Source: an optimization exercise on an open RTL-to-GDS flow (aim: small area). Production flows keep margins and buffers that such runs may drop.
Power is estimated from default activity; no workload was simulated.

== oak ==
==> flow/design.v <==
module TLC(HG,HY,HR,FG,FY,FR,FL_show,HL_show,time_short,time_long,time_buf,coil,button,rst,clk);
	input coil,button,rst,clk;
	input [6:0] time_short,time_long;
	output HG,HY,HR,FG,FY,FR;
	output [6:0] HL_show,FL_show;
	input [3:0] time_buf;
	reg [2:0] s, ns;
	reg [6:0] H, F, Hn, Fn;
	reg [3:0] c;
	wire H1 = (H == 7'd1);
	wire F1 = (F == 7'd1);
	wire c0 = (c == 4'd0);
	always @* begin
		case (s)
			3'd0: ns = H1 ? 3'd1 : 3'd0;
			3'd1: ns = button ? 3'd3 : coil ? 3'd2 : 3'd1;
			3'd2: ns = !coil ? 3'd1 : c0 ? 3'd3 : 3'd2;
			3'd3: ns = H1 ? 3'd4 : 3'd3;
			3'd4: ns = c0 ? 3'd5 : 3'd4;
			3'd5: ns = F1 ? 3'd6 : 3'd5;
			3'd6: ns = F1 ? 3'd7 : 3'd6;
			default: ns = c0 ? 3'd0 : 3'd7;
		endcase
	end
	wire p0 = s == 3'd0, p1 = s == 3'd1, p2 = s == 3'd2, p3 = s == 3'd3;
	wire p4 = s == 3'd4, p5 = s == 3'd5, p6 = s == 3'd6, p7 = s == 3'd7;
	always @* begin
		if (rst) Hn = time_buf + 7'd1;
		else if (p1 || p2) Hn = time_short + 7'd1;
		else if (p3 && H1) Hn = time_long + 7'd1;
		else if (p4) Hn = H + 7'd3;
		else Hn = H - 7'd1;
		if (rst || p7) Fn = time_short + 7'd1;
		else if (p0) Fn = F + 7'd2;
		else if (p1 || p2) Fn = F;
		else if (p5 && F1) Fn = time_long + 7'd1;
		else Fn = F - 7'd1;
	end
	always @(posedge clk or posedge rst)
		if (rst) s <= 3'd0;
		else s <= ns;
	always @(posedge clk) begin
		H <= Hn;
		F <= Fn;
		c <= (p2 || p4 || p7) ? c - 4'd1 : time_buf;
	end
	assign HL_show = (p1 || p2) ? 7'd99 : p4 ? 7'd0 : H;
	assign FL_show = (p0 || p1 || p2) ? 7'd99 : p7 ? 7'd0 : F;
	assign HG = p1 || p2 || p3;
	assign HY = p4;
	assign HR = p0 || p5 || p6 || p7;
	assign FG = p6;
	assign FY = p7;
	assign FR = !(p6 || p7);
endmodule
==> flow/config.mk <==
export PLATFORM = sky130hd
export DESIGN_NAME = TLC
export DESIGN_NICKNAME = TLC
export VERILOG_FILES = /design/flow/design.v
export SDC_FILE = /design/flow/constraint.sdc
export NUM_CORES = 4
export LEC_CHECK = 0
export CAP_MARGIN = 20
export CORE_MARGIN = 2
export CORE_UTILIZATION = 40
export SLEW_MARGIN = 20
==> flow/constraint.sdc <==
create_clock -name core_clock -period 10.0 [get_ports {clk}]
set_input_delay 2.0000 -clock core_clock [delete_from_list [all_inputs] [get_ports {clk}]]
set_output_delay 2.0000 -clock core_clock [all_outputs]
set_load 0.01 [all_outputs]
run.sh (not shown) runs the stock make flow with config.mk's settings and CLKGATE_MAP_FILE= SYNTH_SCRIPT=/design/flow/synth_recipe.tcl, a recipe that flattens the netlist after the stock synthesis.
### oak -> pine
--- a/flow/design.v
+++ b/flow/design.v
@@ -1,14 +1,27 @@
 module TLC(HG,HY,HR,FG,FY,FR,FL_show,HL_show,time_short,time_long,time_buf,coil,button,rst,clk);
 	input coil,button,rst,clk;
 	input [6:0] time_short,time_long;
 	output HG,HY,HR,FG,FY,FR;
 	output [6:0] HL_show,FL_show;
 	input [3:0] time_buf;
+	function [6:0] add7;
+		input [6:0] a, b;
+		input ci;
+		integer i;
+		reg cy;
+		begin
+			cy = ci;
+			for (i = 0; i < 7; i = i + 1) begin
+				add7[i] = a[i] ^ b[i] ^ cy;
+				cy = (a[i] & b[i]) | (cy & (a[i] ^ b[i]));
+			end
+		end
+	endfunction
 	reg [2:0] s, ns;
-	reg [6:0] H, F, Hn, Fn;
+	reg [6:0] H, F;
 	reg [3:0] c;
 	wire H1 = (H == 7'd1);
 	wire F1 = (F == 7'd1);
 	wire c0 = (c == 4'd0);
 	always @* begin
 		case (s)
@@ -21,24 +34,25 @@
 			3'd6: ns = F1 ? 3'd7 : 3'd6;
 			default: ns = c0 ? 3'd0 : 3'd7;
 		endcase
 	end
 	wire p0 = s == 3'd0, p1 = s == 3'd1, p2 = s == 3'd2, p3 = s == 3'd3;
 	wire p4 = s == 3'd4, p5 = s == 3'd5, p6 = s == 3'd6, p7 = s == 3'd7;
-	always @* begin
-		if (rst) Hn = time_buf + 7'd1;
-		else if (p1 || p2) Hn = time_short + 7'd1;
-		else if (p3 && H1) Hn = time_long + 7'd1;
-		else if (p4) Hn = H + 7'd3;
-		else Hn = H - 7'd1;
-		if (rst || p7) Fn = time_short + 7'd1;
-		else if (p0) Fn = F + 7'd2;
-		else if (p1 || p2) Fn = F;
-		else if (p5 && F1) Fn = time_long + 7'd1;
-		else Fn = F - 7'd1;
-	end
+	wire hl_tb = rst;
+	wire hl_ts = !rst && (p1 || p2);
+	wire hl_tl = !rst && p3 && H1;
+	wire hl = hl_tb || hl_ts || hl_tl;
+	wire [6:0] ha = hl_tb ? {3'd0, time_buf} : hl_ts ? time_short : hl_tl ? time_long : H;
+	wire hm = !hl && !p4;
+	wire [6:0] Hn = add7(ha, {hm, hm, hm, hm, hm, hm || (p4 && !hl), hm}, hl || p4);
+	wire fl_ts = rst || p7;
+	wire fl_tl = !rst && p5 && F1;
+	wire fl = fl_ts || fl_tl;
+	wire [6:0] fa = fl_ts ? time_short : fl_tl ? time_long : F;
+	wire fm = !fl && !(p0 || p1 || p2);
+	wire [6:0] Fn = add7(fa, {fm, fm, fm, fm, fm, fm, fm || (p0 && !fl)}, fl || p0);
 	always @(posedge clk or posedge rst)
 		if (rst) s <= 3'd0;
 		else s <= ns;
 	always @(posedge clk) begin
 		H <= Hn;
 		F <= Fn;
## What came out
Diff oak -> pine | upper clock frequency limit | decrease of 0.074 GHz
Summary: HPWL reported at the end of detailed placement, pine better than oak
Sort pine and oak by detailed-routed wire length on met3 desc -> top: oak
The global-route wire length before repair in oak is 1.4 times that in pine.
Changes observed in pine relative to oak: total met2 wirelength after detailed routing shrank by 670 um; fraction of area in multi-input gates shrank by 4.7 points; final standard cell count with taps included and fillers excluded shrank by 23%; design area shrank by 17%; final net count shrank by 65.
Latest clock arrival within the worst-skew pair essentially unchanged between oak and pine.
Looking at clock network fraction of design power, pine sits 1.0 points above oak.
pine ends up with lower inverter count of the layout excluding clock inverters than oak does.
Number of flops mapped to enable cells by yosys: pine lower than oak
No run of this note included a check of the RTL's function; only the layout flow was run.

## separate check: timing with driven ports
The flow's constraints put no driver on any port. The routed layouts listed below were extracted and timed again, unchanged, in two steps. Step 1, drivers: a clkbuf_16 drives clk and a buf_2 each remaining input, both assumed. Step 2 also shifts input and output timing later by t, the mid clock arrival at the registers, as if the neighbouring blocks saw the same clock. Slacks: no drivers / after step 1 / after step 2; pairs: no drivers / after step 1.
| run | t (ns) | slack for setup (ns) | hold slack, ns | clock arrival spread, ns |
|---|---|---|---|---|
| oak | 0.294 | 5.510 / 5.482 / 5.776 | 0.467 / 0.467 / 0.467 | 0.004 / 0.004 |
| pine | 0.289 | 3.277 / 3.280 / 2.990 | 0.465 / 0.465 / 0.465 | 0.002 / 0.003 |
After both steps setup and hold are still met in every run listed. The setup slack of pine, which loses most, moves by +0.003 ns with the drivers and by -0.287 ns with both steps.
